Background: an optimization exercise with open tools, aiming at small area, a short achievable clock period and few clock cycles. Do not read the settings as production practice. At most, simulation tests tie the RTL to the original design; equivalence was not proved. Power and IR drop assume default switching activity.

== rev 12 ==
==> flow/design.v (excerpt) <==
module Top_convolution(
	input clk,
	input rst,
	input start,
	input en,
	input [12:0] addr,
	output [20:0] out,
	output [20:0] max_pl,
	output reg done,
	output pat_en,
	output [9:0] pat_addr,
	input [7:0] pat_dout,
	output img_en,
	output [17:0] img_addr,
	input [7:0] img_dout,
	output reg pc_en,
	output reg pc_we,
	output [9:0] pc_addr,
	output [10:0] pc_din,
	input [10:0] pc_dout,
	output reg ic_en,
	output reg ic_we,
	output [17:0] ic_addr,
	output [10:0] ic_din,
	input [10:0] ic_dout,
	output pl_en,
	output pl_we,
	output [12:0] pl_addr,
	output [20:0] pl_din,
	input [20:0] pl_dout
    );
Size: roughly 720 flip-flops, roughly 240 I/O pins, about 0.041 mm^2 of cells after synthesis.
export LEC_CHECK = 0
export CAP_MARGIN = 20
export CORE_MARGIN = 2
export CORE_UTILIZATION = 60
export CTS_BUF_LIST = sky130_fd_sc_hd__clkbuf_8
export CTS_CLUSTER_SIZE = 30
export SLEW_MARGIN = 20
export SYNTH_HIERARCHICAL = 1
export SYNTH_MINIMUM_KEEP_SIZE = 0
create_clock -name core_clock -period 11.0 [get_ports {clk}]
standard.sh (not shown) runs the stock make flow with config.mk's settings and CLKGATE_MAP_FILE= SYNTH_SCRIPT=/design/flow/synth_recipe.tcl, a recipe that flattens the netlist after the stock synthesis.
==> flow/flow/run.sh <==
#!/bin/bash
# The standard layout (standard.sh), with the port buffers made from
# buf_2 cells, and clock tree synthesis without dummy loads.
export BUFFER_PORTS_ARGS="-buffer_cell sky130_fd_sc_hd__buf_2"
export CTS_ARGS="-sink_clustering_enable -repair_clock_nets -dont_use_dummy_load -sink_clustering_size 30 -buf_list sky130_fd_sc_hd__clkbuf_8"
bash standard.sh > standard.log 2>&1
Inputs modified between rev 12 and rev 13:
diff --git a/flow/design.v b/flow/design.v
--- a/flow/design.v
+++ b/flow/design.v
@@ -533,59 +533,65 @@
 			t1_v <= 0; t2_out <= 0; t2_pw <= 0; t2_pwx <= 0; t2_icw <= 0;
 			c1_l <= 0; c2_l <= 0; c3_l <= 0; c3_r <= 0;
 			pc_en <= 0; pc_we <= 0; ic_en <= 0; ic_we <= 0;
 			pl_en_r <= 0; pl_we_r <= 0; pl_res <= 0;
 		end else begin
 			t1_v <= f_go;
 			t2_out <= t1_v && t1_out && (t1_ph || t1_row < 6'd8);
 			t2_pw <= t1_v && t1_out && t1_ph && !(t1_m == 3'd0 && t1_k == 3'd1);
 			t2_pwx <= t1_xr;
 			t2_icw <= t1_v && t1_out && t1_ph && t1_k == 3'd6;
 			c1_l <= (corr_issue && cj == 3'd0 && ci <= 3'd4) ? (5'd1 << ci) : 5'd0;
 			c2_l <= c1_l; c3_l <= c2_l; c3_r <= c2_l;
-			if (t2_out)
-				fprev <= fval;
-			fdat <= {fval, t2_pwx ? ic_dout[8:0] : fprev};
 			pl_res <= !t2_pw;
 			if (t2_out && !t2_ph) begin
 				pc_en <= 1; pc_we <= 1;
-				pc_a <= {t2_col[2:0], t2_row[2:0]};
 			end else begin
 				pc_en <= corr_issue; pc_we <= 0;
-				pc_a <= gpass ? {2'b0, (cj != 3'd0 || ci != 3'd0), 3'b0} : {cj, ci};
 			end
 			if (t2_icw) begin
 				ic_en <= 1; ic_we <= 1;
-				ic_a <= {t2_col, t2_m};
 			end else if (f_go && f_plw && fk == 3'd1) begin
 				ic_en <= 1; ic_we <= 0;
-				ic_a <= {fc - 6'd2, fm - 3'd1};
 			end else begin
 				ic_en <= 0; ic_we <= 0;
 			end
 			if (t2_pw) begin
 				pl_en_r <= 1; pl_we_r <= 1;
-				pl_a <= {1'b1, t2_col, t2_row - 6'd1};
 			end else if (c_rd) begin
 				pl_en_r <= 1; pl_we_r <= 0;
-				if (gpass)
-					pl_a <= {6'b100000, (cj != 3'd0 || ci != 3'd0), 6'b0};
-				else
-					pl_a <= {1'b1, c_col, c_row};
 			end else begin
 				pl_en_r <= pl_wr_now; pl_we_r <= pl_wr_now;
-				pl_a <= {7'b0, blk};
 			end
 		end
 	end
+	always @(posedge clk) begin
+		if (t2_out)
+			fprev <= fval;
+		fdat <= {fval, t2_pwx ? ic_dout[8:0] : fprev};
+		if (t2_out && !t2_ph)
+			pc_a <= {t2_col[2:0], t2_row[2:0]};
+		else
+			pc_a <= gpass ? {2'b0, (cj != 3'd0 || ci != 3'd0), 3'b0} : {cj, ci};
+		if (t2_icw)
+			ic_a <= {t2_col, t2_m};
+		else
+			ic_a <= {fc - 6'd2, fm - 3'd1};
+		if (t2_pw)
+			pl_a <= {1'b1, t2_col, t2_row - 6'd1};
+		else if (c_rd)
+			pl_a <= gpass ? {6'b100000, (cj != 3'd0 || ci != 3'd0), 6'b0} : {1'b1, c_col, c_row};
+		else
+			pl_a <= {7'b0, blk};
+	end
 	reg [17:0] pq;                   
 	reg [8:0] hb;                    
 	reg [8:0] curv, tailv;           
 	reg [8:0] pcr;
 	reg [8:0] pch1, pch2, pch3, pch4;
 	always @(posedge clk) begin
 		pq <= pl_dout[17:0];
 		hb <= pq[17:9];
 		curv <= (c2_i[0] && !c2_g) ? pq[17:9] : pl_dout[8:0];
 		tailv <= c2_i[0] ? hb : pq[8:0];
 		pcr <= pc_dout[8:0];
 		pch1 <= pcr; pch2 <= pch1; pch3 <= pch2; pch4 <= pch3;
Notes after the runs:
- In rev 13, first-pass GRT wire length is lower than in rev 12.
- Routed wire length: lower on rev 13
- Delta(hold slack, rev 13 - rev 12) < 0
- Diff rev 13..rev 12 | data arrival time of the critical path | negligible
- In rev 13 relative to rev 12, post-route standard cell area excluding fillers had gone down slightly.
- Compared with rev 12, via density per instance in rev 13 decreased slightly.
No functional check of the RTL was part of any run of this note.

---

Another version of the RTL of Top_convolution (not shown whole).
Size in the first run: about 3600 cells after synthesis, roughly 720 flip-flops, ~240 I/O pins, about 42000 sq um of cells after synthesis.
clock: 11.0 ns
lec_check: 0
cap_margin: 20
core_margin: 2
core_utilization: 60
cts_buf_list: sky130_fd_sc_hd__clkbuf_8
cts_cluster_size: 30
slew_margin: 20
synth_hierarchical: 1
synth_minimum_keep_size: 0
Scripts as last shown in full above: flow/flow/run.sh
The baseline ran to the end with no violations.
Edit:
--- a/flow/design.v
+++ b/flow/design.v
@@ -600,37 +600,39 @@
 	                   ({23{c3_r[3]}} & s3) | ({23{c3_r[4]}} & s4);
 	wire [22:0] csel = ({23{c3_r[0]}} & k0) | ({23{c3_r[1]}} & k1) | ({23{c3_r[2]}} & k2) |
 	                   ({23{c3_r[3]}} & k3) | ({23{c3_r[4]}} & k4);
 	reg [22:0] res;
 	reg r_l0;
 	reg [1:0] r_k;
 	wire [20:0] satv;
 	maxpool sat (.in(res), .out(satv));
 	wire signed [20:0] sv = satv;
 	reg [4:0] pcnt;
 	wire r_blk = (r_k == 2'd2);
-	wire r_abs = r_blk || (r_k == 2'd1 && r_l0);
+	wire r_g = (r_k == 2'd1 && r_l0);    
+	reg blkdone;
 	wire signed [20:0] newmax = (pcnt == 5'd0 || sv > cur_max) ? sv : cur_max;
 	always @(posedge clk) begin
 		res <= ssel + csel;
 		if (rst) begin
-			r_l0 <= 0; r_k <= 0;
+			r_l0 <= 0; r_k <= 0; blkdone <= 0;
 			pcnt <= 0; abs_max <= 0; pend <= 0; blk <= 0;
 		end else begin
 			r_l0 <= c3_r[0]; r_k <= (c3_r == 5'd0) ? 2'd0 : c3_k;
 			if (r_blk) begin
 				cur_max <= newmax;
 				pcnt <= (pcnt == 5'd24) ? 5'd0 : pcnt + 5'd1;
 			end
 			if (r_blk && pcnt == 5'd24)
 				pend <= 1;
 			else if (pl_wr_now)
 				pend <= 0;
 			if (pl_wr_now)
 				blk <= blk + 6'd1;
-			if (r_abs && sv > abs_max)
-				abs_max <= sv;
+			blkdone <= r_blk && pcnt == 5'd24;
+			if (r_g)
+				abs_max <= sv[20] ? 21'd0 : sv;
+			else if (blkdone && cur_max > abs_max)
+				abs_max <= cur_max;
 		end
 	end
-	always @(posedge clk)
-		if (!rst && t2_pw && c_rd) $display("ERROR: PL port conflict at %0t", $time);
 endmodule
Sequential cell count came out higher by 1.
Worst setup slack is worse by 19 ps.
Wire length went down by 4.1%.
Hold slack gains 8.3 ps.
Utilization goes up by 0.16 points.
Via count fell by 3.5%.
Final area drops by 1.7%.
First-iteration DRC count shrinks by 5.5%.
Testbench counts after the change, summed over its fixed seeds: cycles 260,784.
The RTL of the first run of this note was laid out without a check of its function.

---

Another version of the RTL of Top_convolution (not shown whole).
Size in the first run: ~3800 cells after synthesis, ~720 flip-flops, ~240 I/O pins, ~42000 sq um of cells after synthesis.
export LEC_CHECK = 0
export CAP_MARGIN = 20
export CORE_MARGIN = 2
export CORE_UTILIZATION = 60
export CTS_BUF_LIST = sky130_fd_sc_hd__clkbuf_8
export CTS_CLUSTER_SIZE = 30
export SLEW_MARGIN = 20
create_clock -name core_clock -period 11.0 [get_ports {clk}]
==> flow/flow/run.sh <==
#!/bin/bash
# The standard layout (standard.sh), with the port buffers made from
# buf_2 cells instead of the buffer cell buffer_ports picks by default.
export BUFFER_PORTS_ARGS="-buffer_cell sky130_fd_sc_hd__buf_2"
bash standard.sh > standard.log 2>&1
==> next run, changes <==
--- a/flow/design.v
+++ b/flow/design.v
@@ -501,24 +501,23 @@
 	reg [8:0] fprev;       
 	reg [2:0] ci;          
 	reg [2:0] cj;          
 	reg [4:0] cx;          
 	reg [5:0] cy;          
 	reg gpass, flush;
 	reg [1:0] pkind;       
+	reg [5:0] cprev, yprev;
 	wire [5:0] ccur = {1'b0, cx} + {3'b0, cj};
-	wire [5:0] cprev = (cj != 3'd0) ? ccur - 6'd1 : (cx != 5'd0) ? {1'b0, cx} + 6'd4 : 6'd34;
-	wire [5:0] yprev = (cj == 3'd0 && cx == 5'd0 && !flush) ? cy - 6'd5 : cy;
 	wire corr_issue = (state == S_CORR);
 	wire c_rd = corr_issue && (gpass || ci[0] == 1'b0 || ci == 3'd1 || ci == 3'd7);
 	wire [5:0] c_row = (ci == 3'd7) ? cy + 6'd8 : (ci == 3'd1) ? yprev + 6'd10 : cy + {3'b0, ci};
 	wire [5:0] c_col = (ci == 3'd1) ? cprev : ccur;
 	assign ci_free = !gpass && (ci == 3'd1 || ci == 3'd3);
 	reg [2:0] c1_i, c2_i;
-	reg c1_g, c2_g;
+	reg c1_g, c2_g, c3_g, c3_odd;
 	reg [4:1] c3_sel;                   
 	reg [4:0] c1_l, c2_l, c3_l, c3_r;   
 	reg [1:0] c1_k, c2_k, c3_k;
 	reg [5:0] blk;
 	wire pl_wr_now = pend && !t2_pw && !c_rd;
 	reg [2:0] dcnt;
 	always @(posedge clk) begin
@@ -571,14 +570,16 @@
 				end
 			end
 			S_CORR: begin
 				if (flush && ci == 3'd4)
 					state <= S_FIN;
 				ci <= ci + 3'd1;
 				if (ci == 3'd7) begin
+					cprev <= ccur;
+					yprev <= cy;
 					if (cj != 3'd5)
 						cj <= cj + 3'd1;
 					else begin
 						cj <= 0;
 						if (gpass) begin
 							gpass <= 0;
 							pkind <= 2'd1;
@@ -609,15 +610,16 @@
 	wire [5:0] t1_row = {t1_m, 1'b0} + {t1_m, 2'b0} + {3'b0, t1_k} - 6'd1;    
 	always @(posedge clk) begin
 		t1_ph <= fph; t1_k <= fk; t1_m <= fm; t1_col <= fc - 6'd2;
 		t1_out <= (fc >= 6'd2) && (fk != 3'd0) && (fk != 3'd7);
 		t1_xr <= f_plw && fk == 3'd1;
 		t2_ph <= t1_ph; t2_col <= t1_col; t2_row <= t1_row; t2_m <= t1_m;
 		c1_i <= ci; c2_i <= c1_i;
-		c1_g <= gpass; c2_g <= c1_g;
+		c1_g <= gpass; c2_g <= c1_g; c3_g <= c2_g;
+		c3_odd <= c2_i[0];
 		c3_sel <= {c2_i < 3'd4, c2_i < 3'd3, c2_i < 3'd2, c2_i < 3'd1};
 		c1_k <= pkind; c2_k <= c1_k; c3_k <= c2_k;
 		if (rst) begin
 			t1_v <= 0; t2_out <= 0; t2_pw <= 0; t2_pwx <= 0; t2_icw <= 0;
 			c1_l <= 0; c2_l <= 0; c3_l <= 0; c3_r <= 0;
 			pc_en <= 0; pc_we <= 0; ic_en <= 0; ic_we <= 0;
 			pl_en_r <= 0; pl_we_r <= 0; pl_res <= 0;
@@ -661,26 +663,27 @@
 			end else begin
 				pl_en_r <= pl_wr_now; pl_we_r <= pl_wr_now;
 				pl_a <= {7'b0, blk};
 			end
 		end
 	end
 	reg [17:0] pq;                   
-	reg [8:0] hb;                    
-	reg [8:0] curv, tailv;           
+	reg [8:0] hb, ta, tb2;
 	reg [8:0] pcr;
 	reg [8:0] pch1, pch2, pch3, pch4;
 	always @(posedge clk) begin
 		pq <= pl_dout[17:0];
 		hb <= pq[17:9];
-		curv <= (c2_i[0] && !c2_g) ? pq[17:9] : pl_dout[8:0];
-		tailv <= c2_i[0] ? hb : pq[8:0];
+		ta <= pq[8:0];
+		tb2 <= hb;
 		pcr <= pc_dout[8:0];
 		pch1 <= pcr; pch2 <= pch1; pch3 <= pch2; pch4 <= pch3;
 	end
+	wire [8:0] curv = (c3_odd && !c3_g) ? hb : pq[8:0];
+	wire [8:0] tailv = c3_odd ? tb2 : ta;
 	wire [22:0] s0, s1, s2, s3, s4, k0, k1, k2, k3, k4;
 	convolution lane0 (.clk(clk), .a(curv), .b(pcr), .restart(c3_l[0]), .s(s0), .c(k0));
 	convolution lane1 (.clk(clk), .a(c3_sel[1] ? tailv : curv), .b(pch1), .restart(c3_l[1]), .s(s1), .c(k1));
 	convolution lane2 (.clk(clk), .a(c3_sel[2] ? tailv : curv), .b(pch2), .restart(c3_l[2]), .s(s2), .c(k2));
 	convolution lane3 (.clk(clk), .a(c3_sel[3] ? tailv : curv), .b(pch3), .restart(c3_l[3]), .s(s3), .c(k3));
 	convolution lane4 (.clk(clk), .a(c3_sel[4] ? tailv : curv), .b(pch4), .restart(c3_l[4]), .s(s4), .c(k4));
 	wire [22:0] ssel = ({23{c3_r[0]}} & s0) | ({23{c3_r[1]}} & s1) | ({23{c3_r[2]}} & s2) |
After rerunning: The changed run ran to the end with no violations. Fmax drops by 16%. Design area shrinks by 0.33%. Worst hold slack improved by 0.0039 ns. Register-to-register slack is worse by 1.4 ns. Setup slack is worse by 0.93 ns. Non-clock buffer count rises by 2. Via count went down by 2.6%. Synthesized cell count is lower by 1.6%. Power is higher by 0.33%. Sequential share of layout area climbs by 1.0 points. Area after synthesis hardly moves. Utilization goes down by 0.10 points. Global-route usage falls by 0.78 points.
Function was not checked in any run of this note: the RTL went through the layout flow alone.

## afterwards: timing with drivers on the ports
How much do the figures lean on ideal ports? The routed layouts below were timed once more, with nothing changed but the port constraints.
Step 1 sets driving cells, clkbuf_16 on the clock port and buf_2 on the other inputs (assumed; they add their load-dependent delay and slew).
Step 2 moves the port delays by t, midway between the first and last clock arrival at a register: inputs arrive t later, outputs are due t later. That takes back most of the time a late clock gives input paths.
Three values: no drivers, after step 1, after step 2; two values: the first two.
run	t (ns)	slack for setup (ns)	worst slew at a driven data input, ns	pins driven straight from the clock port
rev 12	0.772	6.110 / 6.092 / 6.092	0.08	1
rev 13	0.742	6.099 / 6.075 / 6.075	0.06	1
the first run of note 2	0.773	6.112 / 6.081 / 6.081	0.06	1
the second run of note 2	0.748	6.093 / 6.065 / 6.065	0.06	1
the first run of note 3	0.802	6.096 / 6.075 / 6.075	0.06	1
the second run of note 3	0.801	5.162 / 5.162 / 5.162	0.06	1
After both steps every run listed still meets setup and hold. For the first run of note 2, which loses most, drivers alone change the setup slack by -0.031 ns; drivers and shift together by -0.031 ns.
